This is an optimization exercise on Yosys and OpenROAD, whose aim is small area and a short achievable clock period, not a production implementation. No functional check of the RTL was part of this run. No activity file was given, so power comes from the tool's default toggle rates.

## flow/run.sh

```bash
#!/bin/bash
# Standard ORFS layout with the standard synthesis unchanged. Port buffers are
# sky130_fd_sc_hd__buf_2, and timing repair is asked to reach a setup slack of
# 11.95 ns at the design's own clock period and constraints.
set -euo pipefail
export SETUP_SLACK_MARGIN=11.95
export BUFFER_PORTS_ARGS="-buffer_cell sky130_fd_sc_hd__buf_2"
bash standard.sh synth > synth.log 2>&1
bash standard.sh > layout.log 2>&1
```

## standard.sh

```bash
#!/bin/bash
# synth_recipe.tcl (not shown) runs the flow's synth.tcl, then flattens the netlist and writes it again
# the make line also repeats each setting of config.mk as NAME=value (left out here)
make -C /OpenROAD-flow-scripts/flow DESIGN_CONFIG=/design/flow/config.mk WORK_HOME=/design/flow/orfs CLKGATE_MAP_FILE= SYNTH_SCRIPT=/design/flow/synth_recipe.tcl "${@:-finish}"
```

## config.mk

```make
export PLATFORM = sky130hd
export DESIGN_NAME = RGB_to_Gray
export DESIGN_NICKNAME = RGB_to_Gray
export VERILOG_FILES = /design/flow/design.v
export SDC_FILE = /design/flow/constraint.sdc
export NUM_CORES = 8
export LEC_CHECK = 0
export CAP_MARGIN = 20
export CORE_MARGIN = 2
export CORE_UTILIZATION = 40
export SLEW_MARGIN = 20
export SYNTH_HIERARCHICAL = 1
export SYNTH_MINIMUM_KEEP_SIZE = 0
```

## constraint.sdc

```tcl
create_clock -name core_clock -period 16.0 [get_ports {CLK}]
set_input_delay 3.2000 -clock core_clock [delete_from_list [all_inputs] [get_ports {CLK}]]
set_output_delay 3.2000 -clock core_clock [all_outputs]
set_load 0.01 [all_outputs]
```

## design.v

```verilog
module RGB_to_Gray(input CLK, input [7:0] R, input [7:0] G, input [7:0] B, input In_Valid, output reg [7:0] Gray, output reg Out_Valid);
    reg [7:0] r, g, b; reg v0;
    always @(posedge CLK) begin r <= R; g <= G; b <= B; v0 <= In_Valid; end
    wire w8 = ({r[7], r[6], r[5], r[4], r[3], r[2], r[1], r[0]} >= 8'd2);
    wire w9 = ({r[7], r[6], r[5], r[4], r[3], r[2], r[1], r[0]} >= 8'd4);
    wire w10 = ({r[7], r[6], r[5], r[4], r[3], r[2], r[1], r[0]} >= 8'd7);
    wire w11 = ({r[7], r[6], r[5], r[4], r[3], r[2], r[1], r[0]} >= 8'd14);
    wire w12 = ({r[7], r[6], r[5], r[4], r[3], r[2], r[1], r[0]} >= 8'd27);
    wire w13 = ({r[7], r[6], r[5], r[4], r[3], r[2], r[1], r[0]} >= 8'd54);
    wire w14 = ({r[7], r[6], r[5], r[4], r[3], r[2], r[1], r[0]} >= 8'd108);
    wire w15 = ({r[7], r[6], r[5], r[4], r[3], r[2], r[1], r[0]} >= 8'd215);
    wire w24 = ({g[7], g[6], g[5], g[4], g[3], g[2], g[1], g[0]} >= 8'd2);
    wire w25 = ({g[7], g[6], g[5], g[4], g[3], g[2], g[1], g[0]} >= 8'd4);
    wire w26 = ({g[7], g[6], g[5], g[4], g[3], g[2], g[1], g[0]} >= 8'd7);
    wire w27 = ({g[7], g[6], g[5], g[4], g[3], g[2], g[1], g[0]} >= 8'd14);
    wire w28 = ({g[7], g[6], g[5], g[4], g[3], g[2], g[1], g[0]} >= 8'd28);
    wire w29 = ({g[7], g[6], g[5], g[4], g[3], g[2], g[1], g[0]} >= 8'd55);
    wire w30 = ({g[7], g[6], g[5], g[4], g[3], g[2], g[1], g[0]} >= 8'd110);
    wire w31 = ({g[7], g[6], g[5], g[4], g[3], g[2], g[1], g[0]} >= 8'd219);
    wire w41 = ({b[7], b[6], b[5], b[4], b[3], b[2], b[1], b[0]} >= 8'd3);
    wire w42 = ({b[7], b[6], b[5], b[4], b[3], b[2], b[1], b[0]} >= 8'd5);
    wire w43 = ({b[7], b[6], b[5], b[4], b[3], b[2], b[1], b[0]} >= 8'd9);
    wire w44 = ({b[7], b[6], b[5], b[4], b[3], b[2], b[1], b[0]} >= 8'd18);
    wire w45 = ({b[7], b[6], b[5], b[4], b[3], b[2], b[1], b[0]} >= 8'd36);
    wire w46 = ({b[7], b[6], b[5], b[4], b[3], b[2], b[1], b[0]} >= 8'd71);
    wire w47 = ({b[7], b[6], b[5], b[4], b[3], b[2], b[1], b[0]} >= 8'd141);
    wire w48_0, w48_1; ha u48 (r[2], r[1], w48_0, w48_1);
    wire w49_0, w49_1; fa u49 (r[3], r[2], r[1], w49_0, w49_1);
    wire w50_0, w50_1; fa u50 (r[4], r[3], r[2], w50_0, w50_1);
    wire w51_0, w51_1; fa u51 (r[5], r[4], r[3], w51_0, w51_1);
    wire w52_0, w52_1; fa u52 (r[6], r[5], r[4], w52_0, w52_1);
    wire w53_0, w53_1; fa u53 (r[7], r[6], r[5], w53_0, w53_1);
    wire w54_0, w54_1; ha u54 (r[1], r[0], w54_0, w54_1);
    wire w55_0, w55_1; fa u55 (r[0], w48_0, w11, w55_0, w55_1);
    wire w56_0, w56_1; fa u56 (w48_1, w12, w49_0, w56_0, w56_1);
    wire w57_0, w57_1; fa u57 (w49_1, w13, w50_0, w57_0, w57_1);
    wire w58_0, w58_1; fa u58 (w50_1, w14, w51_0, w58_0, w58_1);
    wire w59_0, w59_1; fa u59 (w51_1, w15, w52_0, w59_0, w59_1);
    wire w60_0, w60_1; fa u60 (r[0], w52_1, w53_0, w60_0, w60_1);
    wire w61_0, w61_1; ha u61 (r[0], w9, w61_0, w61_1);
    wire w62_0, w62_1; ha u62 (w54_0, w10, w62_0, w62_1);
    wire w63_0, w63_1; ha u63 (w54_1, w55_0, w63_0, w63_1);
    wire w64_0, w64_1; ha u64 (w55_1, w56_0, w64_0, w64_1);
    wire w65_0, w65_1; ha u65 (w56_1, w57_0, w65_0, w65_1);
    wire w66_0, w66_1; ha u66 (w57_1, w58_0, w66_0, w66_1);
    wire w67_0, w67_1; ha u67 (w58_1, w59_0, w67_0, w67_1);
    wire w68_0, w68_1; ha u68 (w59_1, w60_0, w68_0, w68_1);
    wire w69; ao u69 (w62_1, w62_0, w61_1, w69);
    wire w70; ao u70 (w63_1, w63_0, w69, w70);
    wire w71; ao u71 (w64_1, w64_0, w70, w71);
    wire w72; ao u72 (w65_1, w65_0, w71, w72);
    wire w73; ao u73 (w66_1, w66_0, w72, w73);
    wire w74; ao u74 (w67_1, w67_0, w73, w74);
    wire w75; ao u75 (w68_1, w68_0, w74, w75);
    wire w76; xr u76 (w62_0, w61_1, w76);
    wire w77; xr u77 (w63_0, w69, w77);
    wire w78; xr u78 (w64_0, w70, w78);
    wire w79; xr u79 (w65_0, w71, w79);
    wire w80; xr u80 (w66_0, w72, w80);
    wire w81; xr u81 (w67_0, w73, w81);
    wire w82; xr u82 (w68_0, w74, w82);
    wire w83_0, w83_1; ha u83 (g[4], g[0], w83_0, w83_1);
    wire w84_0, w84_1; fa u84 (g[5], g[1], w31, w84_0, w84_1);
    wire w85_0, w85_1; fa u85 (g[6], g[2], g[0], w85_0, w85_1);
    wire w86_0, w86_1; ha u86 (g[0], w26, w86_0, w86_1);
    wire w87_0, w87_1; ha u87 (g[1], w27, w87_0, w87_1);
    wire w88_0, w88_1; ha u88 (g[2], w28, w88_0, w88_1);
    wire w89_0, w89_1; ha u89 (g[3], w29, w89_0, w89_1);
    wire w90_0, w90_1; ha u90 (w83_0, w30, w90_0, w90_1);
    wire w91_0, w91_1; ha u91 (w83_1, w84_0, w91_0, w91_1);
    wire w92_0, w92_1; ha u92 (w84_1, w85_0, w92_0, w92_1);
    wire w93; ao u93 (w87_1, w87_0, w86_1, w93);
    wire w94; ao u94 (w88_1, w88_0, w93, w94);
    wire w95; ao u95 (w89_1, w89_0, w94, w95);
    wire w96; ao u96 (w90_1, w90_0, w95, w96);
    wire w97; ao u97 (w91_1, w91_0, w96, w97);
    wire w98; ao u98 (w92_1, w92_0, w97, w98);
    wire w99; xr u99 (w87_0, w86_1, w99);
    wire w100; xr u100 (w88_0, w93, w100);
    wire w101; xr u101 (w89_0, w94, w101);
    wire w102; xr u102 (w90_0, w95, w102);
    wire w103; xr u103 (w91_0, w96, w103);
    wire w104; xr u104 (w92_0, w97, w104);
    wire w105 = ~w8;
    wire w106; an2 u106 (w61_0, w105, w106);
    wire w107 = ~w24;
    wire w108; an2 u108 (w25, w107, w108);
    wire w109 = ~w9;
    wire w110; an2 u110 (w76, w109, w110);
    wire w111 = ~w25;
    wire w112; an2 u112 (w86_0, w111, w112);
    wire w113 = ~w10;
    wire w114; an2 u114 (w77, w113, w114);
    wire w115 = ~w26;
    wire w116; an2 u116 (w99, w115, w116);
    wire w117 = ~w11;
    wire w118; an2 u118 (w78, w117, w118);
    wire w119 = ~w27;
    wire w120; an2 u120 (w100, w119, w120);
    wire w121 = ~w12;
    wire w122; an2 u122 (w79, w121, w122);
    wire w123 = ~w28;
    wire w124; an2 u124 (w101, w123, w124);
    wire w125 = ~w13;
    wire w126; an2 u126 (w80, w125, w126);
    wire w127 = ~w29;
    wire w128; an2 u128 (w102, w127, w128);
    wire w129 = ~w14;
    wire w130; an2 u130 (w81, w129, w130);
    wire w131 = ~w30;
    wire w132; an2 u132 (w103, w131, w132);
    wire w133 = ~w15;
    wire w134; an2 u134 (w82, w133, w134);
    wire w135 = ~w31;
    wire w136; an2 u136 (w104, w135, w136);
    wire w137_0, w137_1; ha u137 (r[7], r[6], w137_0, w137_1);
    wire w138_0, w138_1; fa u138 (r[7], r[2], r[0], w138_0, w138_1);
    wire w139_0, w139_1; fa u139 (g[7], g[3], g[1], w139_0, w139_1);
    wire w140_0, w140_1; fa u140 (r[3], r[1], r[0], w140_0, w140_1);
    wire w141_0, w141_1; fa u141 (r[4], r[2], r[1], w141_0, w141_1);
    wire w142_0, w142_1; fa u142 (r[5], r[3], r[2], w142_0, w142_1);
    wire w143_0, w143_1; ha u143 (r[0], g[6], w143_0, w143_1);
    wire w144_0, w144_1; fa u144 (r[6], r[4], r[3], w144_0, w144_1);
    wire w145_0, w145_1; fa u145 (r[1], g[7], g[5], w145_0, w145_1);
    wire w146_0, w146_1; fa u146 (r[7], r[5], r[4], w146_0, w146_1);
    wire w147_0, w147_1; ha u147 (r[2], g[6], w147_0, w147_1);
    wire w148_0, w148_1; fa u148 (r[6], r[5], r[3], w148_0, w148_1);
    wire w149_0, w149_1; ha u149 (g[7], g[6], w149_0, w149_1);
    wire w150_0, w150_1; fa u150 (r[7], r[6], r[4], w150_0, w150_1);
    wire w151_0, w151_1; ha u151 (r[0], g[7], w151_0, w151_1);
    wire w152_0, w152_1; ha u152 (r[7], r[5], w152_0, w152_1);
    wire w153_0, w153_1; ha u153 (r[5], r[2], w153_0, w153_1);
    wire w154_0, w154_1; fa u154 (r[6], r[3], r[2], w154_0, w154_1);
    wire w155_0, w155_1; fa u155 (r[7], r[4], r[3], w155_0, w155_1);
    wire w156_0, w156_1; fa u156 (r[5], r[4], r[1], w156_0, w156_1);
    wire w157_0, w157_1; fa u157 (r[6], r[5], r[2], w157_0, w157_1);
    wire w158_0, w158_1; ha u158 (r[7], r[6], w158_0, w158_1);
    wire w159_0, w159_1; fa u159 (r[1], w137_0, w53_1, w159_0, w159_1);
    wire w160_0, w160_1; fa u160 (g[0], w137_1, w85_1, w160_0, w160_1);
    wire w161_0, w161_1; ha u161 (w138_0, w139_0, w161_0, w161_1);
    wire w162_0, w162_1; fa u162 (g[4], g[2], g[1], w162_0, w162_1);
    wire w163_0, w163_1; fa u163 (w138_1, w139_1, w140_0, w163_0, w163_1);
    wire w164_0, w164_1; fa u164 (g[5], g[3], g[2], w164_0, w164_1);
    wire w165_0, w165_1; fa u165 (g[0], w140_1, w141_0, w165_0, w165_1);
    wire w166_0, w166_1; fa u166 (g[4], g[3], g[1], w166_0, w166_1);
    wire w167_0, w167_1; fa u167 (w143_0, w141_1, w142_0, w167_0, w167_1);
    wire w168_0, w168_1; fa u168 (g[4], g[2], w143_1, w168_0, w168_1);
    wire w169_0, w169_1; fa u169 (w142_1, w144_0, w145_0, w169_0, w169_1);
    wire w170_0, w170_1; fa u170 (g[5], g[3], w147_0, w170_0, w170_1);
    wire w171_0, w171_1; fa u171 (w144_1, w145_1, w146_0, w171_0, w171_1);
    wire w172_0, w172_1; fa u172 (g[4], g[0], w147_1, w172_0, w172_1);
    wire w173_0, w173_1; fa u173 (w149_0, w146_1, w148_0, w173_0, w173_1);
    wire w174_0, w174_1; fa u174 (g[5], g[1], w149_1, w174_0, w174_1);
    wire w175_0, w175_1; fa u175 (w151_0, w148_1, w150_0, w175_0, w175_1);
    wire w176_0, w176_1; fa u176 (r[1], g[6], g[2], w176_0, w176_1);
    wire w177_0, w177_1; fa u177 (w151_1, w152_0, w150_1, w177_0, w177_1);
    wire w178_0, w178_1; fa u178 (r[6], r[2], g[7], w178_0, w178_1);
    wire w179_0, w179_1; fa u179 (g[3], g[0], w152_1, w179_0, w179_1);
    wire w180_0, w180_1; fa u180 (r[7], r[3], r[0], w180_0, w180_1);
    wire w181_0, w181_1; fa u181 (g[4], g[1], g[0], w181_0, w181_1);
    wire w182_0, w182_1; fa u182 (r[4], r[1], r[0], w182_0, w182_1);
    wire w183_0, w183_1; fa u183 (g[5], g[2], g[1], w183_0, w183_1);
    wire w184_0, w184_1; fa u184 (r[1], g[6], g[3], w184_0, w184_1);
    wire w185_0, w185_1; fa u185 (g[2], g[0], w153_0, w185_0, w185_1);
    wire w186_0, w186_1; fa u186 (g[7], g[4], g[3], w186_0, w186_1);
    wire w187_0, w187_1; fa u187 (g[1], w153_1, w154_0, w187_0, w187_1);
    wire w188_0, w188_1; fa u188 (r[0], g[5], g[4], w188_0, w188_1);
    wire w189_0, w189_1; fa u189 (g[2], w154_1, w155_0, w189_0, w189_1);
    wire w190_0, w190_1; fa u190 (g[6], g[5], g[3], w190_0, w190_1);
    wire w191_0, w191_1; fa u191 (g[0], w155_1, w156_0, w191_0, w191_1);
    wire w192_0, w192_1; fa u192 (g[7], g[6], g[4], w192_0, w192_1);
    wire w193_0, w193_1; fa u193 (g[1], w156_1, w157_0, w193_0, w193_1);
    wire w194_0, w194_1; fa u194 (r[3], g[7], g[5], w194_0, w194_1);
    wire w195_0, w195_1; fa u195 (g[2], w158_0, w157_1, w195_0, w195_1);
    wire w196_0, w196_1; fa u196 (r[7], r[4], g[6], w196_0, w196_1);
    wire w197_0, w197_1; ha u197 (g[3], w158_1, w197_0, w197_1);
    wire w198_0, w198_1; ha u198 (r[5], g[7], w198_0, w198_1);
    wire w199_0, w199_1; ha u199 (w159_0, w60_1, w199_0, w199_1);
    wire w200_0, w200_1; fa u200 (w159_1, w161_0, w160_0, w200_0, w200_1);
    wire w201_0, w201_1; fa u201 (w162_0, w161_1, w160_1, w201_0, w201_1);
    wire w202_0, w202_1; fa u202 (w162_1, w164_0, w163_1, w202_0, w202_1);
    wire w203_0, w203_1; fa u203 (w164_1, w166_0, w165_1, w203_0, w203_1);
    wire w204_0, w204_1; fa u204 (w166_1, w168_0, w167_1, w204_0, w204_1);
    wire w205_0, w205_1; fa u205 (w168_1, w170_0, w169_1, w205_0, w205_1);
    wire w206_0, w206_1; fa u206 (w170_1, w172_0, w171_1, w206_0, w206_1);
    wire w207_0, w207_1; fa u207 (w172_1, w174_0, w173_1, w207_0, w207_1);
    wire w208_0, w208_1; fa u208 (w176_0, w174_1, w175_1, w208_0, w208_1);
    wire w209_0, w209_1; fa u209 (w176_1, w178_0, w179_0, w209_0, w209_1);
    wire w210_0, w210_1; fa u210 (w178_1, w180_0, w181_0, w210_0, w210_1);
    wire w211_0, w211_1; fa u211 (w180_1, w181_1, w182_0, w211_0, w211_1);
    wire w212_0, w212_1; fa u212 (w182_1, w183_1, w184_0, w212_0, w212_1);
    wire w213_0, w213_1; fa u213 (w184_1, w186_0, w185_1, w213_0, w213_1);
    wire w214_0, w214_1; fa u214 (w186_1, w188_0, w187_1, w214_0, w214_1);
    wire w215_0, w215_1; fa u215 (w188_1, w190_0, w189_1, w215_0, w215_1);
    wire w216_0, w216_1; fa u216 (w190_1, w192_0, w191_1, w216_0, w216_1);
    wire w217_0, w217_1; fa u217 (w192_1, w194_0, w193_1, w217_0, w217_1);
    wire w218_0, w218_1; fa u218 (w194_1, w196_0, w197_0, w218_0, w218_1);
    wire w219_0, w219_1; fa u219 (g[4], w198_0, w196_1, w219_0, w219_1);
    wire w220_0, w220_1; ha u220 (r[6], g[5], w220_0, w220_1);
    wire w221_0, w221_1; ha u221 (w199_0, w136, w221_0, w221_1);
    wire w222_0, w222_1; fa u222 (w199_1, w200_0, w98, w222_0, w222_1);
    wire w223_0, w223_1; fa u223 (w163_0, w200_1, w201_0, w223_0, w223_1);
    wire w224_0, w224_1; fa u224 (w165_0, w201_1, w202_0, w224_0, w224_1);
    wire w225_0, w225_1; fa u225 (w167_0, w202_1, w203_0, w225_0, w225_1);
    wire w226_0, w226_1; fa u226 (w169_0, w203_1, w204_0, w226_0, w226_1);
    wire w227_0, w227_1; fa u227 (w171_0, w204_1, w205_0, w227_0, w227_1);
    wire w228_0, w228_1; fa u228 (w173_0, w205_1, w206_0, w228_0, w228_1);
    wire w229_0, w229_1; fa u229 (w175_0, w206_1, w207_0, w229_0, w229_1);
    wire w230_0, w230_1; fa u230 (w177_0, w207_1, w208_0, w230_0, w230_1);
    wire w231_0, w231_1; fa u231 (w177_1, w209_0, w208_1, w231_0, w231_1);
    wire w232_0, w232_1; fa u232 (w179_1, w210_0, w209_1, w232_0, w232_1);
    wire w233_0, w233_1; fa u233 (w183_0, w210_1, w211_0, w233_0, w233_1);
    wire w234_0, w234_1; fa u234 (w185_0, w211_1, w212_0, w234_0, w234_1);
    wire w235_0, w235_1; fa u235 (w212_1, w187_0, w213_0, w235_0, w235_1);
    wire w236_0, w236_1; fa u236 (w189_0, w213_1, w214_0, w236_0, w236_1);
    wire w237_0, w237_1; fa u237 (w191_0, w214_1, w215_0, w237_0, w237_1);
    wire w238_0, w238_1; fa u238 (w193_0, w215_1, w216_0, w238_0, w238_1);
    wire w239_0, w239_1; fa u239 (w195_0, w216_1, w217_0, w239_0, w239_1);
    wire w240_0, w240_1; fa u240 (w195_1, w218_0, w217_1, w240_0, w240_1);
    wire w241_0, w241_1; fa u241 (w197_1, w219_0, w218_1, w241_0, w241_1);
    wire w242_0, w242_1; fa u242 (w198_1, w220_0, w219_1, w242_0, w242_1);
    wire w243_0, w243_1; fa u243 (r[7], g[6], w220_1, w243_0, w243_1);
    wire w244_0, w244_1; ha u244 (w231_1, w232_0, w244_0, w244_1);
    wire w245_0, w245_1; ha u245 (w232_1, w233_0, w245_0, w245_1);
    wire w246_0, w246_1; ha u246 (w233_1, w234_0, w246_0, w246_1);
    wire w247_0, w247_1; ha u247 (w234_1, w235_0, w247_0, w247_1);
    wire w248_0, w248_1; ha u248 (w235_1, w236_0, w248_0, w248_1);
    wire w249_0, w249_1; ha u249 (w236_1, w237_0, w249_0, w249_1);
    wire w250_0, w250_1; ha u250 (w237_1, w238_0, w250_0, w250_1);
    wire w251_0, w251_1; ha u251 (w238_1, w239_0, w251_0, w251_1);
    wire w252_0, w252_1; ha u252 (w239_1, w240_0, w252_0, w252_1);
    wire w253_0, w253_1; ha u253 (w240_1, w241_0, w253_0, w253_1);
    wire w254_0, w254_1; ha u254 (w241_1, w242_0, w254_0, w254_1);
    wire w255_0, w255_1; ha u255 (w242_1, w243_0, w255_0, w255_1);
    wire w256_0, w256_1; ha u256 (w243_1, g[7], w256_0, w256_1);
    wire w257; ao u257 (w245_1, w245_0, w244_1, w257);
    wire w259; ao u259 (w247_1, w247_0, w246_1, w259);
    wire w260; an2 u260 (w247_0, w246_0, w260);
    wire w261; ao u261 (w249_1, w249_0, w248_1, w261);
    wire w262; an2 u262 (w249_0, w248_0, w262);
    wire w263; ao u263 (w251_1, w251_0, w250_1, w263);
    wire w264; an2 u264 (w251_0, w250_0, w264);
    wire w265; ao u265 (w253_1, w253_0, w252_1, w265);
    wire w266; an2 u266 (w253_0, w252_0, w266);
    wire w267; ao u267 (w255_1, w255_0, w254_1, w267);
    wire w268; an2 u268 (w255_0, w254_0, w268);
    wire w271; ao u271 (w259, w260, w257, w271);
    wire w273; ao u273 (w250_1, w250_0, w261, w273);
    wire w274; an2 u274 (w250_0, w262, w274);
    wire w275; ao u275 (w263, w264, w261, w275);
    wire w276; an2 u276 (w264, w262, w276);
    wire w277; ao u277 (w254_1, w254_0, w265, w277);
    wire w278; an2 u278 (p254_0_1, p266_0_1, w278);
    wire w279; ao u279 (w267, w268, w265, w279);
    wire w280; an2 u280 (w268, w266, w280);
    wire w281; ao u281 (w248_1, w248_0, w271, w281);
    wire w283; ao u283 (w261, w262, w271, w283);
    wire w285; ao u285 (w273, w274, w271, w285);
    wire w287; ao u287 (w275, w276, w271, w287);
    wire w289; ao u289 (w256_1, w256_0, w279, w289);
    wire w290; an2 u290 (w256_0, w280, w290);
    wire w291; ao u291 (p252_1_1, p252_0_1, p287_0_1, w291);
    wire w293; ao u293 (p265_0_1, p266_0_1, p287_0_1, w293);
    wire w295; ao u295 (p277_0_1, w278, p287_0_1, w295);
    wire w297; ao u297 (p279_0_1, p280_0_1, p287_0_1, w297);
    wire w299; ao u299 (p289_0_1, p290_0_1, p287_0_1, w299);
    wire w301 = |{p236_1_1, p237_1_1, p238_1_1, p239_1_1, p240_1_1, p241_1_1, p242_1_1, p243_1_1, p237_0_1, p238_0_1, p239_0_1, p240_0_1, p241_0_1, p242_0_1, p243_0_1, p23_0_1, p281_0_1};
    wire w302 = |{p237_1_1, p238_1_1, p239_1_1, p240_1_1, p241_1_1, p242_1_1, p243_1_1, p238_0_1, p239_0_1, p240_0_1, p241_0_1, p242_0_1, p243_0_1, p23_0_1, p283_0_1};
    wire w303 = |{p238_1_1, p239_1_1, p240_1_1, p241_1_1, p242_1_1, p243_1_1, p239_0_1, p240_0_1, p241_0_1, p242_0_1, p243_0_1, p23_0_1, p285_0_1};
    wire w304 = |{p239_1_1, p240_1_1, p241_1_1, p242_1_1, p243_1_1, p240_0_1, p241_0_1, p242_0_1, p243_0_1, p23_0_1, p287_0_1};
    wire w305 = |{p240_1_1, p241_1_1, p242_1_1, p243_1_1, p241_0_1, p242_0_1, p243_0_1, p23_0_1, w291};
    wire w306 = |{p241_1_1, p242_1_1, p243_1_1, p242_0_1, p243_0_1, p23_0_1, w293};
    wire w307 = |{p242_1_1, p243_1_1, p243_0_1, p23_0_1, w295};
    wire w308 = |{p243_1_1, p23_0_1, w297};
    wire w309 = |{w299};
    wire w310 = ~b[0];
    wire w311 = ~b[1];
    wire w312 = ~b[2];
    wire w313 = ~b[3];
    wire w314 = ~b[4];
    wire w315 = ~b[5];
    wire w316 = ~b[6];
    wire w317 = ~b[7];
    wire w318_0, w318_1; fa u318 (b[6], b[4], b[2], w318_0, w318_1);
    wire w319_0, w319_1; ha u319 (b[7], b[5], w319_0, w319_1);
    wire w320_0, w320_1; ha u320 (b[6], b[4], w320_0, w320_1);
    wire w321_0, w321_1; ha u321 (b[7], b[5], w321_0, w321_1);
    wire w322_0, w322_1; ha u322 (b[4], b[2], w322_0, w322_1);
    wire w323_0, w323_1; fa u323 (b[5], b[3], b[1], w323_0, w323_1);
    wire w324_0, w324_1; fa u324 (w310, w47, w318_0, w324_0, w324_1);
    wire w325_0, w325_1; fa u325 (b[3], w311, w319_0, w325_0, w325_1);
    wire w326_0, w326_1; fa u326 (b[0], w312, w319_1, w326_0, w326_1);
    wire w327_0, w327_1; fa u327 (b[1], w313, w320_1, w327_0, w327_1);
    wire w328_0, w328_1; fa u328 (b[6], b[2], w314, w328_0, w328_1);
    wire w329_0, w329_1; ha u329 (b[2], b[0], w329_0, w329_1);
    wire w330_0, w330_1; fa u330 (b[3], b[1], w44, w330_0, w330_1);
    wire w331_0, w331_1; fa u331 (b[0], w322_0, w45, w331_0, w331_1);
    wire w332_0, w332_1; fa u332 (w322_1, w46, w323_0, w332_0, w332_1);
    wire w333; xn u333 (w323_1, w324_0, w333);
    wire w334; or2 u334 (w323_1, w324_0, w334);
    wire w335_0, w335_1; fa u335 (w318_1, w325_0, w324_1, w335_0, w335_1);
    wire w336_0, w336_1; fa u336 (w320_0, w325_1, w326_0, w336_0, w336_1);
    wire w337_0, w337_1; fa u337 (w321_0, w326_1, w327_0, w337_0, w337_1);
    wire w338_0, w338_1; fa u338 (w321_1, w328_0, w327_1, w338_0, w338_1);
    wire w339_0, w339_1; ha u339 (b[0], w41, w339_0, w339_1);
    wire w340_0, w340_1; ha u340 (b[1], w42, w340_0, w340_1);
    wire w341_0, w341_1; ha u341 (w329_0, w43, w341_0, w341_1);
    wire w342_0, w342_1; ha u342 (w329_1, w330_0, w342_0, w342_1);
    wire w343_0, w343_1; ha u343 (w330_1, w331_0, w343_0, w343_1);
    wire w344_0, w344_1; ha u344 (w331_1, w332_0, w344_0, w344_1);
    wire w345_0, w345_1; ha u345 (w332_1, w333, w345_0, w345_1);
    wire w346_0, w346_1; ha u346 (w334, w335_0, w346_0, w346_1);
    wire w347_0, w347_1; ha u347 (w335_1, w336_0, w347_0, w347_1);
    wire w348_0, w348_1; ha u348 (w336_1, w337_0, w348_0, w348_1);
    wire w349_0, w349_1; ha u349 (w337_1, w338_0, w349_0, w349_1);
    wire w350; ao u350 (w340_1, w340_0, w339_1, w350);
    wire w351; ao u351 (w341_1, w341_0, w350, w351);
    wire w352; ao u352 (w342_1, w342_0, w351, w352);
    wire w353; ao u353 (w343_1, w343_0, w352, w353);
    wire w354; ao u354 (w344_1, w344_0, w353, w354);
    wire w355; ao u355 (w345_1, w345_0, w354, w355);
    wire w356; ao u356 (w346_1, w346_0, w355, w356);
    wire w357; ao u357 (w347_1, w347_0, w356, w357);
    wire w358; ao u358 (w348_1, w348_0, w357, w358);
    wire w359; ao u359 (w349_1, w349_0, w358, w359);
    wire w361; xr u361 (w341_0, w350, w361);
    wire w362; xr u362 (w342_0, w351, w362);
    wire w363; xr u363 (w343_0, w352, w363);
    wire w364; xr u364 (w344_0, w353, w364);
    wire w365; xr u365 (w345_0, w354, w365);
    wire w366; xr u366 (w346_0, w355, w366);
    wire w367; xr u367 (w347_0, w356, w367);
    wire w368; xr u368 (w348_0, w357, w368);
    wire w369; xr u369 (w349_0, w358, w369);
    wire w370 = ~w42;
    wire w371; an2 u371 (w361, w370, w371);
    wire w372; an2 u372 (p371_0_1, w301, w372);
    wire w373 = ~w372;
    wire w374 = ~w43;
    wire w375; an2 u375 (w362, w374, w375);
    wire w376; an2 u376 (p375_0_1, w302, w376);
    wire w377 = ~w376;
    wire w378 = ~w44;
    wire w379; an2 u379 (w363, w378, w379);
    wire w380; an2 u380 (p379_0_1, w303, w380);
    wire w381 = ~w380;
    wire w382 = ~w45;
    wire w383; an2 u383 (w364, w382, w383);
    wire w384; an2 u384 (p383_0_1, w304, w384);
    wire w385 = ~w384;
    wire w386 = ~w46;
    wire w387; an2 u387 (w365, w386, w387);
    wire w388; an2 u388 (p387_0_1, w305, w388);
    wire w389 = ~w388;
    wire w390 = ~w47;
    wire w391; an2 u391 (w366, w390, w391);
    wire w392; an2 u392 (p391_0_1, w306, w392);
    wire w393 = ~w392;
    wire w394; an2 u394 (p367_0_1, w307, w394);
    wire w395 = ~w394;
    wire w396; an2 u396 (p368_0_1, w308, w396);
    wire w397 = ~w396;
    wire w398; an2 u398 (p369_0_1, w309, w398);
    wire w399 = ~w398;
    wire w400_0, w400_1; fa u400 (b[7], b[3], w315, w400_0, w400_1);
    wire w401_0, w401_1; ha u401 (w310, w328_1, w401_0, w401_1);
    wire w402_0, w402_1; ha u402 (b[4], w316, w402_0, w402_1);
    wire w403_0, w403_1; ha u403 (b[7], b[5], w403_0, w403_1);
    wire w404_0, w404_1; ha u404 (b[6], b[1], w404_0, w404_1);
    wire w405_0, w405_1; ha u405 (b[7], b[2], w405_0, w405_1);
    wire w406_0, w406_1; fa u406 (w400_0, w401_0, w338_1, w406_0, w406_1);
    wire w407_0, w407_1; fa u407 (w311, w402_0, w400_1, w407_0, w407_1);
    wire w408_0, w408_1; ha u408 (w401_1, w223_0, w408_0, w408_1);
    wire w409_0, w409_1; fa u409 (b[5], w317, w312, w409_0, w409_1);
    wire w410_0, w410_1; fa u410 (w402_1, w223_1, w224_0, w410_0, w410_1);
    wire w411_0, w411_1; fa u411 (b[6], w313, w224_1, w411_0, w411_1);
    wire w412 = ~w225_0;
    wire w413_0, w413_1; fa u413 (b[7], w314, w310, w413_0, w413_1);
    wire w414_0, w414_1; ha u414 (w225_1, w226_0, w414_0, w414_1);
    wire w415_0, w415_1; fa u415 (w315, w311, w226_1, w415_0, w415_1);
    wire w416_0, w416_1; fa u416 (b[0], w316, w312, w416_0, w416_1);
    wire w417_0, w417_1; fa u417 (b[1], w317, w313, w417_0, w417_1);
    wire w418_0, w418_1; fa u418 (b[2], b[0], w314, w418_0, w418_1);
    wire w419_0, w419_1; ha u419 (w229_1, w230_0, w419_0, w419_1);
    wire w420_0, w420_1; fa u420 (b[3], b[1], w315, w420_0, w420_1);
    wire w421; xn u421 (w230_1, w231_0, w421);
    wire w422; or2 u422 (w230_1, w231_0, w422);
    wire w423_0, w423_1; fa u423 (b[4], b[2], w316, w423_0, w423_1);
    wire w424_0, w424_1; fa u424 (w310, w232_0, w231_1, w424_0, w424_1);
    wire w425_0, w425_1; fa u425 (b[5], b[3], w317, w425_0, w425_1);
    wire w426_0, w426_1; fa u426 (w311, w233_0, w232_1, w426_0, w426_1);
    wire w427_0, w427_1; fa u427 (b[6], b[4], w312, w427_0, w427_1);
    wire w428; xn u428 (w233_1, w234_0, w428);
    wire w429; or2 u429 (w233_1, w234_0, w429);
    wire w430_0, w430_1; fa u430 (b[0], w313, w403_0, w430_0, w430_1);
    wire w431; xn u431 (w234_1, w235_0, w431);
    wire w432; or2 u432 (w234_1, w235_0, w432);
    wire w433_0, w433_1; fa u433 (w314, w403_1, w404_0, w433_0, w433_1);
    wire w434; xn u434 (w235_1, w236_0, w434);
    wire w435; or2 u435 (w235_1, w236_0, w435);
    wire w436_0, w436_1; fa u436 (w315, w404_1, w405_0, w436_0, w436_1);
    wire w437; xn u437 (p236_1_1, p237_0_1, w437);
    wire w438; or2 u438 (w236_1, w237_0, w438);
    wire w439_0, w439_1; fa u439 (b[3], w316, w405_1, w439_0, w439_1);
    wire w440; xn u440 (p237_1_1, p238_0_1, w440);
    wire w441; or2 u441 (p237_1_1, p238_0_1, w441);
    wire w442_0, w442_1; fa u442 (p36_0_1, p317_0_1, p238_1_1, w442_0, w442_1);
    wire w443 = ~p239_0_1;
    wire w444_0, w444_1; ha u444 (p37_0_1, p239_1_1, w444_0, w444_1);
    wire w445_0, w445_1; ha u445 (p38_0_1, p241_0_1, w445_0, w445_1);
    wire w446_0, w446_1; ha u446 (p39_0_1, p242_0_1, w446_0, w446_1);
    wire w447_0, w447_1; ha u447 (p106_0_1, p371_0_1, w447_0, w447_1);
    wire w448_0, w448_1; fa u448 (w108, w110, w375, w448_0, w448_1);
    wire w449_0, w449_1; fa u449 (p112_0_1, p114_0_1, p379_0_1, w449_0, w449_1);
    wire w450_0, w450_1; fa u450 (w116, w118, w383, w450_0, w450_1);
    wire w451_0, w451_1; fa u451 (w120, w122, w387, w451_0, w451_1);
    wire w452_0, w452_1; fa u452 (w124, w126, w391, w452_0, w452_1);
    wire w453_0, w453_1; fa u453 (w128, w130, w367, w453_0, w453_1);
    wire w454_0, w454_1; fa u454 (p132_0_1, p134_0_1, p368_0_1, w454_0, w454_1);
    wire w455_0, w455_1; fa u455 (p221_0_1, p75_0_1, p369_0_1, w455_0, w455_1);
    wire w456_0, w456_1; fa u456 (p406_0_1, p221_1_1, p222_0_1, w456_0, w456_1);
    wire w457_0, w457_1; fa u457 (w407_0, w406_1, w408_0, w457_0, w457_1);
    wire w458_0, w458_1; fa u458 (w409_0, w407_1, w408_1, w458_0, w458_1);
    wire w459_0, w459_1; fa u459 (w409_1, w412, w410_1, w459_0, w459_1);
    wire w460_0, w460_1; fa u460 (w413_0, w225_0, w411_1, w460_0, w460_1);
    wire w461_0, w461_1; fa u461 (w413_1, w227_0, w414_1, w461_0, w461_1);
    wire w462_0, w462_1; fa u462 (w416_0, w227_1, w228_0, w462_0, w462_1);
    wire w463_0, w463_1; fa u463 (w416_1, w417_0, w228_1, w463_0, w463_1);
    wire w464_0, w464_1; fa u464 (w417_1, w418_0, w419_0, w464_0, w464_1);
    wire w465_0, w465_1; fa u465 (w418_1, w420_0, w421, w465_0, w465_1);
    wire w466_0, w466_1; fa u466 (w420_1, w423_0, w422, w466_0, w466_1);
    wire w467_0, w467_1; fa u467 (w423_1, w425_0, w426_0, w467_0, w467_1);
    wire w468_0, w468_1; fa u468 (w425_1, w427_0, w428, w468_0, w468_1);
    wire w469_0, w469_1; fa u469 (w427_1, w430_0, w429, w469_0, w469_1);
    wire w470_0, w470_1; fa u470 (w430_1, w433_0, w432, w470_0, w470_1);
    wire w471_0, w471_1; fa u471 (w433_1, w436_0, w435, w471_0, w471_1);
    wire w472_0, w472_1; fa u472 (w436_1, w439_0, w438, w472_0, w472_1);
    wire w473_0, w473_1; fa u473 (p439_1_1, w443, w441, w473_0, w473_1);
    wire w474_0, w474_1; fa u474 (p240_0_1, p239_0_1, w444_0, w474_0, w474_1);
    wire w475_0, w475_1; fa u475 (p240_1_1, w445_0, w444_1, w475_0, w475_1);
    wire w476_0, w476_1; fa u476 (p241_1_1, w446_0, w445_1, w476_0, w476_1);
    wire w477_0, w477_1; fa u477 (p243_0_1, p242_1_1, w446_1, w477_0, w477_1);
    wire w478_0, w478_1; ha u478 (p23_0_1, p243_1_1, w478_0, w478_1);
    wire w479_0, w479_1; ha u479 (w447_0, w373, w479_0, w479_1);
    wire w480_0, w480_1; fa u480 (w447_1, p448_0_1, w377, w480_0, w480_1);
    wire w481_0, w481_1; fa u481 (p448_1_1, w449_0, w381, w481_0, w481_1);
    wire w482_0, w482_1; fa u482 (w449_1, p450_0_1, w385, w482_0, w482_1);
    wire w483_0, w483_1; fa u483 (p450_1_1, p451_0_1, w389, w483_0, w483_1);
    wire w484_0, w484_1; fa u484 (p451_1_1, p452_0_1, w393, w484_0, w484_1);
    wire w485_0, w485_1; fa u485 (p452_1_1, p453_0_1, w395, w485_0, w485_1);
    wire w486_0, w486_1; fa u486 (p453_1_1, w454_0, w397, w486_0, w486_1);
    wire w487_0, w487_1; fa u487 (w454_1, w455_0, w399, w487_0, w487_1);
    wire w488_0, w488_1; fa u488 (p359_0_1, w456_0, w455_1, w488_0, w488_1);
    wire w489_0, w489_1; fa u489 (p222_1_1, p457_0_1, w456_1, w489_0, w489_1);
    wire w490_0, w490_1; fa u490 (p410_0_1, p457_1_1, p458_0_1, w490_0, w490_1);
    wire w491_0, w491_1; fa u491 (p411_0_1, p458_1_1, p459_0_1, w491_0, w491_1);
    wire w492_0, w492_1; fa u492 (p414_0_1, p459_1_1, p460_0_1, w492_0, w492_1);
    wire w493_0, w493_1; fa u493 (p415_0_1, p460_1_1, p461_0_1, w493_0, w493_1);
    wire w494_0, w494_1; fa u494 (w415_1, w462_0, w461_1, w494_0, w494_1);
    wire w495_0, w495_1; fa u495 (w229_0, w462_1, w463_0, w495_0, w495_1);
    wire w496; xn u496 (w463_1, w464_0, w496);
    wire w497; or2 u497 (w463_1, w464_0, w497);
    wire w498_0, w498_1; fa u498 (p419_1_1, p465_0_1, p464_1_1, w498_0, w498_1);
    wire w499_0, w499_1; fa u499 (w424_0, w465_1, w466_0, w499_0, w499_1);
    wire w500_0, w500_1; fa u500 (w424_1, w466_1, w467_0, w500_0, w500_1);
    wire w501_0, w501_1; fa u501 (w426_1, w468_0, w467_1, w501_0, w501_1);
    wire w502_0, w502_1; fa u502 (w431, w468_1, w469_0, w502_0, w502_1);
    wire w503_0, w503_1; fa u503 (w469_1, w434, w470_0, w503_0, w503_1);
    wire w504_0, w504_1; fa u504 (w437, p470_1_1, p471_0_1, w504_0, w504_1);
    wire w505_0, w505_1; fa u505 (w440, p471_1_1, p472_0_1, w505_0, w505_1);
    wire w506_0, w506_1; fa u506 (w442_0, p472_1_1, w473_0, w506_0, w506_1);
    wire w507_0, w507_1; fa u507 (w442_1, w473_1, w474_0, w507_0, w507_1);
    wire w508; xn u508 (w474_1, w475_0, w508);
    wire w509; or2 u509 (w474_1, w475_0, w509);
    wire w510; xn u510 (w476_0, w475_1, w510);
    wire w511; or2 u511 (w476_0, w475_1, w511);
    wire w512; xn u512 (w477_0, w476_1, w512);
    wire w513; or2 u513 (w477_0, w476_1, w513);
    wire w514; xn u514 (w478_0, w477_1, w514);
    wire w515; or2 u515 (w478_0, w477_1, w515);
    wire w516 = ~w478_1;
    wire w518_0, w518_1; ha u518 (w479_1, w480_0, w518_0, w518_1);
    wire w519_0, w519_1; ha u519 (w480_1, w481_0, w519_0, w519_1);
    wire w520_0, w520_1; ha u520 (w481_1, w482_0, w520_0, w520_1);
    wire w521_0, w521_1; ha u521 (w482_1, w483_0, w521_0, w521_1);
    wire w522_0, w522_1; ha u522 (w483_1, w484_0, w522_0, w522_1);
    wire w523_0, w523_1; ha u523 (w484_1, w485_0, w523_0, w523_1);
    wire w524_0, w524_1; ha u524 (w485_1, w486_0, w524_0, w524_1);
    wire w525_0, w525_1; ha u525 (w486_1, w487_0, w525_0, w525_1);
    wire w526_0, w526_1; ha u526 (w487_1, w488_0, w526_0, w526_1);
    wire w527_0, w527_1; ha u527 (w488_1, w489_0, w527_0, w527_1);
    wire w528_0, w528_1; ha u528 (w489_1, w490_0, w528_0, w528_1);
    wire w529_0, w529_1; ha u529 (w490_1, w491_0, w529_0, w529_1);
    wire w530_0, w530_1; ha u530 (w491_1, w492_0, w530_0, w530_1);
    wire w531_0, w531_1; ha u531 (w492_1, w493_0, w531_0, w531_1);
    wire w532_0, w532_1; ha u532 (w493_1, p494_0_1, w532_0, w532_1);
    wire w533_0, w533_1; ha u533 (p494_1_1, p495_0_1, w533_0, w533_1);
    wire w534_0, w534_1; ha u534 (p495_1_1, p496_0_1, w534_0, w534_1);
    wire w535_0, w535_1; ha u535 (p497_0_1, w498_0, w535_0, w535_1);
    wire w536_0, w536_1; ha u536 (w498_1, p499_0_1, w536_0, w536_1);
    wire w537_0, w537_1; ha u537 (p499_1_1, p500_0_1, w537_0, w537_1);
    wire w538_0, w538_1; ha u538 (p500_1_1, p501_0_1, w538_0, w538_1);
    wire w539_0, w539_1; ha u539 (p501_1_1, p502_0_1, w539_0, w539_1);
    wire w540_0, w540_1; ha u540 (p502_1_1, p503_0_1, w540_0, w540_1);
    wire w541_0, w541_1; ha u541 (p503_1_1, w504_0, w541_0, w541_1);
    wire w542_0, w542_1; ha u542 (w504_1, w505_0, w542_0, w542_1);
    wire w543_0, w543_1; ha u543 (w505_1, w506_0, w543_0, w543_1);
    wire w544_0, w544_1; ha u544 (w506_1, w507_0, w544_0, w544_1);
    wire w545_0, w545_1; ha u545 (w507_1, w508, w545_0, w545_1);
    wire w546_0, w546_1; ha u546 (w509, w510, w546_0, w546_1);
    wire w547_0, w547_1; ha u547 (w511, w512, w547_0, w547_1);
    wire w548_0, w548_1; ha u548 (w513, w514, w548_0, w548_1);
    wire w549_0, w549_1; ha u549 (w515, w516, w549_0, w549_1);
    wire w550; ao u550 (w518_1, w518_0, w479_0, w550);
    wire w552; ao u552 (w520_1, w520_0, w519_1, w552);
    wire w553; an2 u553 (w520_0, w519_0, w553);
    wire w554; ao u554 (w522_1, w522_0, w521_1, w554);
    wire w555; an2 u555 (w522_0, w521_0, w555);
    wire w556; ao u556 (w524_1, w524_0, w523_1, w556);
    wire w557; an2 u557 (w524_0, w523_0, w557);
    wire w558; ao u558 (w526_1, w526_0, w525_1, w558);
    wire w559; an2 u559 (w526_0, w525_0, w559);
    wire w560; ao u560 (w528_1, w528_0, w527_1, w560);
    wire w561; an2 u561 (w528_0, w527_0, w561);
    wire w562; ao u562 (w530_1, w530_0, w529_1, w562);
    wire w563; an2 u563 (w530_0, w529_0, w563);
    wire w564; ao u564 (w532_1, w532_0, w531_1, w564);
    wire w565; an2 u565 (w532_0, w531_0, w565);
    wire w566; ao u566 (w534_1, w534_0, w533_1, w566);
    wire w567; an2 u567 (w534_0, w533_0, w567);
    wire w568; ao u568 (w536_1, w536_0, w535_1, w568);
    wire w569; an2 u569 (w536_0, w535_0, w569);
    wire w570; ao u570 (w538_1, w538_0, w537_1, w570);
    wire w571; an2 u571 (w538_0, w537_0, w571);
    wire w572; ao u572 (w540_1, w540_0, w539_1, w572);
    wire w573; an2 u573 (w540_0, w539_0, w573);
    wire w574; ao u574 (w542_1, w542_0, w541_1, w574);
    wire w575; an2 u575 (w542_0, w541_0, w575);
    wire w576; ao u576 (w544_1, w544_0, w543_1, w576);
    wire w577; an2 u577 (w544_0, w543_0, w577);
    wire w578; ao u578 (w546_1, w546_0, w545_1, w578);
    wire w579; an2 u579 (w546_0, w545_0, w579);
    wire w580; ao u580 (w548_1, w548_0, w547_1, w580);
    wire w581; an2 u581 (w548_0, w547_0, w581);
    wire w584; ao u584 (w552, w553, w550, w584);
    wire w588; ao u588 (w556, w557, w554, w588);
    wire w589; an2 u589 (w557, w555, w589);
    wire w592; ao u592 (w560, w561, w558, w592);
    wire w593; an2 u593 (w561, w559, w593);
    wire w596; ao u596 (w564, w565, w562, w596);
    wire w597; an2 u597 (w565, w563, w597);
    wire w600; ao u600 (w568, w569, w566, w600);
    wire w601; an2 u601 (w569, w567, w601);
    wire w604; ao u604 (w572, w573, w570, w604);
    wire w605; an2 u605 (w573, w571, w605);
    wire w606; ao u606 (w543_1, w543_0, w574, w606);
    wire w607; an2 u607 (w543_0, w575, w607);
    wire w608; ao u608 (w576, w577, w574, w608);
    wire w609; an2 u609 (w577, w575, w609);
    wire w610; ao u610 (w547_1, w547_0, w578, w610);
    wire w611; an2 u611 (w547_0, w579, w611);
    wire w612; ao u612 (w580, w581, w578, w612);
    wire w613; an2 u613 (w581, w579, w613);
    wire w620; ao u620 (w588, w589, w584, w620);
    wire w628; ao u628 (w596, w597, w592, w628);
    wire w629; an2 u629 (w597, w593, w629);
    wire w636; ao u636 (w604, w605, w600, w636);
    wire w637; an2 u637 (w605, w601, w637);
    wire w638; ao u638 (w545_1, w545_0, w608, w638);
    wire w639; an2 u639 (w545_0, w609, w639);
    wire w640; ao u640 (w578, w579, w608, w640);
    wire w641; an2 u641 (w579, w609, w641);
    wire w642; ao u642 (w610, w611, w608, w642);
    wire w643; an2 u643 (w611, w609, w643);
    wire w644; ao u644 (w612, w613, w608, w644);
    wire w645; an2 u645 (w613, w609, w645);
    wire w660; ao u660 (w628, w629, w620, w660);
    wire w662; ao u662 (w541_1, w541_0, w636, w662);
    wire w663; an2 u663 (w541_0, w637, w663);
    wire w664; ao u664 (w574, w575, w636, w664);
    wire w665; an2 u665 (w575, w637, w665);
    wire w666; ao u666 (w606, w607, w636, w666);
    wire w667; an2 u667 (w607, w637, w667);
    wire w668; ao u668 (w608, w609, w636, w668);
    wire w669; an2 u669 (w609, w637, w669);
    wire w670; ao u670 (w638, w639, w636, w670);
    wire w671; an2 u671 (w639, w637, w671);
    wire w672; ao u672 (w640, w641, w636, w672);
    wire w673; an2 u673 (w641, w637, w673);
    wire w674; ao u674 (w642, w643, w636, w674);
    wire w675; an2 u675 (w643, w637, w675);
    wire w676; ao u676 (w644, w645, w636, w676);
    wire w677; an2 u677 (w645, w637, w677);
    wire w694; ao u694 (w662, w663, w660, w694);
    wire w696; ao u696 (w664, w665, w660, w696);
    wire w698; ao u698 (w666, w667, w660, w698);
    wire w700; ao u700 (w668, w669, w660, w700);
    wire w702; ao u702 (w670, w671, w660, w702);
    wire w704; ao u704 (w672, w673, w660, w704);
    wire w706; ao u706 (w674, w675, w660, w706);
    wire w708; ao u708 (w676, w677, w660, w708);
    wire w736; xr u736 (w542_0, w694, w736);
    wire w737; xr u737 (w543_0, w696, w737);
    wire w738; xr u738 (w544_0, w698, w738);
    wire w739; xr u739 (w545_0, w700, w739);
    wire w740; xr u740 (w546_0, w702, w740);
    wire w741; xr u741 (w547_0, w704, w741);
    wire w742; xr u742 (w548_0, w706, w742);
    wire w743; xr u743 (w549_0, w708, w743);
    reg p23_0_1;
    reg p36_0_1;
    reg p37_0_1;
    reg p38_0_1;
    reg p39_0_1;
    reg p236_1_1;
    reg p237_0_1;
    reg p237_1_1;
    reg p238_0_1;
    reg p238_1_1;
    reg p239_0_1;
    reg p239_1_1;
    reg p240_0_1;
    reg p240_1_1;
    reg p241_0_1;
    reg p241_1_1;
    reg p242_0_1;
    reg p242_1_1;
    reg p243_0_1;
    reg p243_1_1;
    reg p252_1_1;
    reg p252_0_1;
    reg p254_0_1;
    reg p265_0_1;
    reg p266_0_1;
    reg p279_0_1;
    reg p280_0_1;
    reg p287_0_1;
    reg p277_0_1;
    reg p289_0_1;
    reg p290_0_1;
    reg p281_0_1;
    reg p283_0_1;
    reg p285_0_1;
    reg p371_0_1;
    reg p375_0_1;
    reg p379_0_1;
    reg p383_0_1;
    reg p387_0_1;
    reg p391_0_1;
    reg p367_0_1;
    reg p368_0_1;
    reg p369_0_1;
    reg p317_0_1;
    reg p106_0_1;
    reg p112_0_1;
    reg p114_0_1;
    reg p132_0_1;
    reg p134_0_1;
    reg p221_0_1;
    reg p75_0_1;
    reg p406_0_1;
    reg p221_1_1;
    reg p222_0_1;
    reg p439_1_1;
    reg p448_0_1;
    reg p448_1_1;
    reg p450_0_1;
    reg p450_1_1;
    reg p451_0_1;
    reg p451_1_1;
    reg p452_0_1;
    reg p452_1_1;
    reg p453_0_1;
    reg p453_1_1;
    reg p359_0_1;
    reg p222_1_1;
    reg p457_0_1;
    reg p410_0_1;
    reg p457_1_1;
    reg p458_0_1;
    reg p411_0_1;
    reg p458_1_1;
    reg p459_0_1;
    reg p414_0_1;
    reg p459_1_1;
    reg p460_0_1;
    reg p415_0_1;
    reg p460_1_1;
    reg p461_0_1;
    reg p419_1_1;
    reg p465_0_1;
    reg p464_1_1;
    reg p470_1_1;
    reg p471_0_1;
    reg p471_1_1;
    reg p472_0_1;
    reg p472_1_1;
    reg p494_0_1;
    reg p494_1_1;
    reg p495_0_1;
    reg p495_1_1;
    reg p496_0_1;
    reg p497_0_1;
    reg p499_0_1;
    reg p499_1_1;
    reg p500_0_1;
    reg p500_1_1;
    reg p501_0_1;
    reg p501_1_1;
    reg p502_0_1;
    reg p502_1_1;
    reg p503_0_1;
    reg p503_1_1;
    always @(posedge CLK) begin
        p23_0_1 <= g[7];
        p36_0_1 <= b[4];
        p37_0_1 <= b[5];
        p38_0_1 <= b[6];
        p39_0_1 <= b[7];
        p236_1_1 <= w236_1;
        p237_0_1 <= w237_0;
        p237_1_1 <= w237_1;
        p238_0_1 <= w238_0;
        p238_1_1 <= w238_1;
        p239_0_1 <= w239_0;
        p239_1_1 <= w239_1;
        p240_0_1 <= w240_0;
        p240_1_1 <= w240_1;
        p241_0_1 <= w241_0;
        p241_1_1 <= w241_1;
        p242_0_1 <= w242_0;
        p242_1_1 <= w242_1;
        p243_0_1 <= w243_0;
        p243_1_1 <= w243_1;
        p252_1_1 <= w252_1;
        p252_0_1 <= w252_0;
        p254_0_1 <= w254_0;
        p265_0_1 <= w265;
        p266_0_1 <= w266;
        p279_0_1 <= w279;
        p280_0_1 <= w280;
        p287_0_1 <= w287;
        p277_0_1 <= w277;
        p289_0_1 <= w289;
        p290_0_1 <= w290;
        p281_0_1 <= w281;
        p283_0_1 <= w283;
        p285_0_1 <= w285;
        p371_0_1 <= w371;
        p375_0_1 <= w375;
        p379_0_1 <= w379;
        p383_0_1 <= w383;
        p387_0_1 <= w387;
        p391_0_1 <= w391;
        p367_0_1 <= w367;
        p368_0_1 <= w368;
        p369_0_1 <= w369;
        p317_0_1 <= w317;
        p106_0_1 <= w106;
        p112_0_1 <= w112;
        p114_0_1 <= w114;
        p132_0_1 <= w132;
        p134_0_1 <= w134;
        p221_0_1 <= w221_0;
        p75_0_1 <= w75;
        p406_0_1 <= w406_0;
        p221_1_1 <= w221_1;
        p222_0_1 <= w222_0;
        p439_1_1 <= w439_1;
        p448_0_1 <= w448_0;
        p448_1_1 <= w448_1;
        p450_0_1 <= w450_0;
        p450_1_1 <= w450_1;
        p451_0_1 <= w451_0;
        p451_1_1 <= w451_1;
        p452_0_1 <= w452_0;
        p452_1_1 <= w452_1;
        p453_0_1 <= w453_0;
        p453_1_1 <= w453_1;
        p359_0_1 <= w359;
        p222_1_1 <= w222_1;
        p457_0_1 <= w457_0;
        p410_0_1 <= w410_0;
        p457_1_1 <= w457_1;
        p458_0_1 <= w458_0;
        p411_0_1 <= w411_0;
        p458_1_1 <= w458_1;
        p459_0_1 <= w459_0;
        p414_0_1 <= w414_0;
        p459_1_1 <= w459_1;
        p460_0_1 <= w460_0;
        p415_0_1 <= w415_0;
        p460_1_1 <= w460_1;
        p461_0_1 <= w461_0;
        p419_1_1 <= w419_1;
        p465_0_1 <= w465_0;
        p464_1_1 <= w464_1;
        p470_1_1 <= w470_1;
        p471_0_1 <= w471_0;
        p471_1_1 <= w471_1;
        p472_0_1 <= w472_0;
        p472_1_1 <= w472_1;
        p494_0_1 <= w494_0;
        p494_1_1 <= w494_1;
        p495_0_1 <= w495_0;
        p495_1_1 <= w495_1;
        p496_0_1 <= w496;
        p497_0_1 <= w497;
        p499_0_1 <= w499_0;
        p499_1_1 <= w499_1;
        p500_0_1 <= w500_0;
        p500_1_1 <= w500_1;
        p501_0_1 <= w501_0;
        p501_1_1 <= w501_1;
        p502_0_1 <= w502_0;
        p502_1_1 <= w502_1;
        p503_0_1 <= w503_0;
        p503_1_1 <= w503_1;
    end
    reg v1; always @(posedge CLK) v1 <= v0;
    always @(posedge CLK) begin Gray <= {w743, w742, w741, w740, w739, w738, w737, w736}; Out_Valid <= v1; end
endmodule
module fa(input a, input b, input c, output s, output co);
    assign s = a ^ b ^ c;
    assign co = (a & b) | (a & c) | (b & c);
endmodule
module ha(input a, input b, output s, output co);
    assign s = a ^ b;
    assign co = a & b;
endmodule
module xr(input a, input b, output y);
    assign y = a ^ b;
endmodule
module xn(input a, input b, output y);
    assign y = ~(a ^ b);
endmodule
module ao(input g1, input p1, input g0, output y);
    assign y = g1 | (p1 & g0);
endmodule
module an2(input a, input b, output y);
    assign y = a & b;
endmodule
module or2(input a, input b, output y);
    assign y = a | b;
endmodule
```

==> run notes <==
## Yosys cell counts
library cell,number
a2111o_1,2
xnor2_1,12
nand2b_1,1
and2_1,85
nor3_1,5
clkbuf_1,1
a21oi_1,7
nor2_1,12
nor4_1,3
nand4_1,2
or3_1,4
o211ai_1,1
nor4_4,2
fa_1,198
a31o_2,2
a311oi_1,1
dfxtp_1,139
nand2_1,10
nor3_4,1
ha_1,107
inv_1,29
o31ai_1,3
inv_2,3
or4_1,3
o21a_1,2
nand3_1,6
a21o_1,95
nor2_2,1
xor2_1,30
or2_1,16
or2_2,2
o211a_1,1
or4_4,1
## cell families after synthesis
family / Yosys count / share of synthesized area
simple gates: 154 / 0.0910
fa+ha+maj: 305 / 0.511
xor+xnor: 42 / 0.0355
buf+inv: 33 / 0.0119
compound gates: 114 / 0.0821
flops: 139 / 0.268
## per-module statistics from Yosys (local to each module, per instance)
module       area, um^2  cells inside  flops+latches
an2                6.26             1              0
xr                 8.76             1              0
RGB_to_Gray        3430           255            139
ha                 12.5             1              0
or2                6.26             1              0
ao                 7.51             1              0
xn                 8.76             1              0
fa                 20.0             1              0
## state kept, by name, summed over array words and instances, names as in the netlist, 8 cells and up
name / count
b: 8
Gray: 8
g: 8
r: 8
## report_power, final
part           internal, mW  total, mW  switching [mW]  leakage, nW
clock                 0.213      0.403           0.190        0.297
combinational         0.687       1.38           0.697         3.89
sequential            0.485      0.556          0.0710         1.17
total                  1.38       2.34           0.959         5.35
## worst paths after layout
kind,to,slack (ps),cells after the start
worst min-delay path,v1,330,0
worst max register to register,p453_0_1,12180,13
worst min register to register,v1,330,0
worst max-delay path,Gray[7],11940,1
## timing repair
action,CTS,global route
endpoints found under the setup margin,10,14
endpoints found under the hold margin,0,0
buffers inserted,0,0
resized for setup,2,10
## stage by stage
stage	area [um^2]	power [mW]	hold slack (ps)	setup slack, ps	instances
CTS	11600	2.37	331	11910	1193
detailed placement	11000	1.95	314	11900	1161
floorplan	10400	1.58	310	12120	787
global placement	11000	1.92	314	11960	1161
global route	11700	2.59	339	11880	1193
finish	11700	2.34	329	11940	1193
## layout make-up
type                    count  area [um^2]  area share
flip-flops and latches    139         2790       0.239
clock inverters            15          186      0.0160
inverters                  32          124      0.0106
clock buffers              17          425      0.0365
repair buffers             45          259      0.0222
well taps                 330          413      0.0354
multi-input cells         615         7470       0.640
## routing by layer
metal / GRT usage / wire length [um] / up-vias
li1: - / - / 2764
met1: 0.258 / 10400 / 2967
met2: 0.293 / 10300 / 133
met3: 0.0452 / 1240 / 12
met4: 0.0328 / 198 / 0
met5: 0 / 0 / -
==> results_dict.tcl <==
set metrics [dict create \
    dpl.hpwl_mm 17.5 \
    cts_hold_buffers 0 \
    clock_latency_ps 430 \
    viasPerCell 4.93 \
    period_share 0.254 \
    r2r-start "b[4]" \
    firstDrtPassIters 4 \
    synth_top_area_cell "fa_1" \
    max_freq_ghz 0.246 \
    tns_ps 0 \
    wl_per_cell_um 18.5 \
    cts_sinks 139 \
    area_delta_synth_final_pct 12.5 \
    p_leak_nw 5.35 \
    wl_mm 22.1 \
    die_width_um 165 \
    critPathArrivalTime_ps 860 \
    fillers 2280 \
    synth_nets 1118 \
    hp-class "flip-flop to flip-flop" \
    dieArea_mm2 0.0272 \
    grt_use_total 0.184 \
    maxCapViolations 0 \
    rsz0062_at_grt "yes" \
    slew_headroom 0.535 \
    core_area_mm2 0.0253 \
    yosysTopAreaCellShare 0.382 \
    drive_gt1_frac 0.116 \
    synth-seq-area-share 0.268 \
    drtIter0Drc 260 \
    synth_cell_types 33 \
    critPathSlowestCell "dfxtp_1" \
    antenna_cells 0 \
    initial_core_util 0.410 \
    worstSetupStartpoint "Gray[7]" \
    start_kind "flip-flop" \
    ir_drop_mv 0.105 \
    hp-start "v0" \
    place_congestion 0.829 \
    crit_chain "buf_2" \
    crit_type "flip-flop to output pin" \
    clk_transition_reported_paths_ps 70 \
    numCtsBuffers 17 \
    grt_first_pass_wirelength_mm 36.9 \
    crit_path_max_fanout 1 \
    htree_levels 4 \
    ys_ff_latch 139 \
    grt_antenna_before_repair 0 \
    synth.area.top_cells "fa_1 (38%), dfxtp_1 (27%), ha_1 (13%)" \
    finalSetupViolCount 0 \
    gr-total-overflow 0 \
    period_needed_ps 4060 \
    vias 5876 \
    nNetsFinal 1181 \
    grt_pass1_vias 6541 \
    io_buffers 34 \
    slowest_delay_ps 310 \
    outcome "timing/DRC/antenna clean" \
    critPathBufInv 1 \
    finalHoldViolations 0 \
    drv_slew 0 \
    utilization 0.461 \
    netlist_area_mm2 0.0104 \
    clock_path_buffers 2 \
    worst_pin_slew_ps 697 \
    final.setup_skew_ps 11.0 \
    setup.worst_path.end_class "output pin" \
    postSynthCellCount 787 \
    powerDensity_mw_per_mm2 201 \
    mostFrequentLayoutCell "fa_1" \
    grt_max_degree 20 \
    antenna_left 0 \
    critPathTopFamily "flip-flops" \
    dieHeight_um 165 \
    worstPathRequired_ps 12800 \
    row_count 58 \
    mostFrequentLayoutCells "fa_1 (198), dfxtp_1 (130), ha_1 (107), a21o_1 (95), and2_1 (85)" \
    synth_warnings 7 \
    cts_root_buf "clkbuf_16" \
    drc 0 \
    cts_tree "yes" \
    syn_area_per_cell_um2 13.2 \
    pin_count 35 \
]

[separate check: timing with driven ports]
In the flow no input, the clock included, has a driving cell. The finished layout below was timed again as built, in two steps. Step 1, drivers: a clkbuf_16 drives CLK and a buf_2 each remaining input, both assumed. Step 2 times the ports against the registers' clock, not the clock port: input delays grow and output delays shrink by t, the midpoint of the rising clock arrivals with the driver on. Three values: ideal ports, drivers, drivers and shift; two values: the first two.
t, ns: 0.477
slack for setup (ns): 11.939 / 11.892 / 12.176
worst setup path after step 2: register to register
worst slew at a driven data input, ns: 0.03
cell pins on the clock port's net: 1
After both steps setup and hold are still met in this run. The setup slack of this run moves by -0.047 ns with the drivers and by +0.237 ns with both steps.
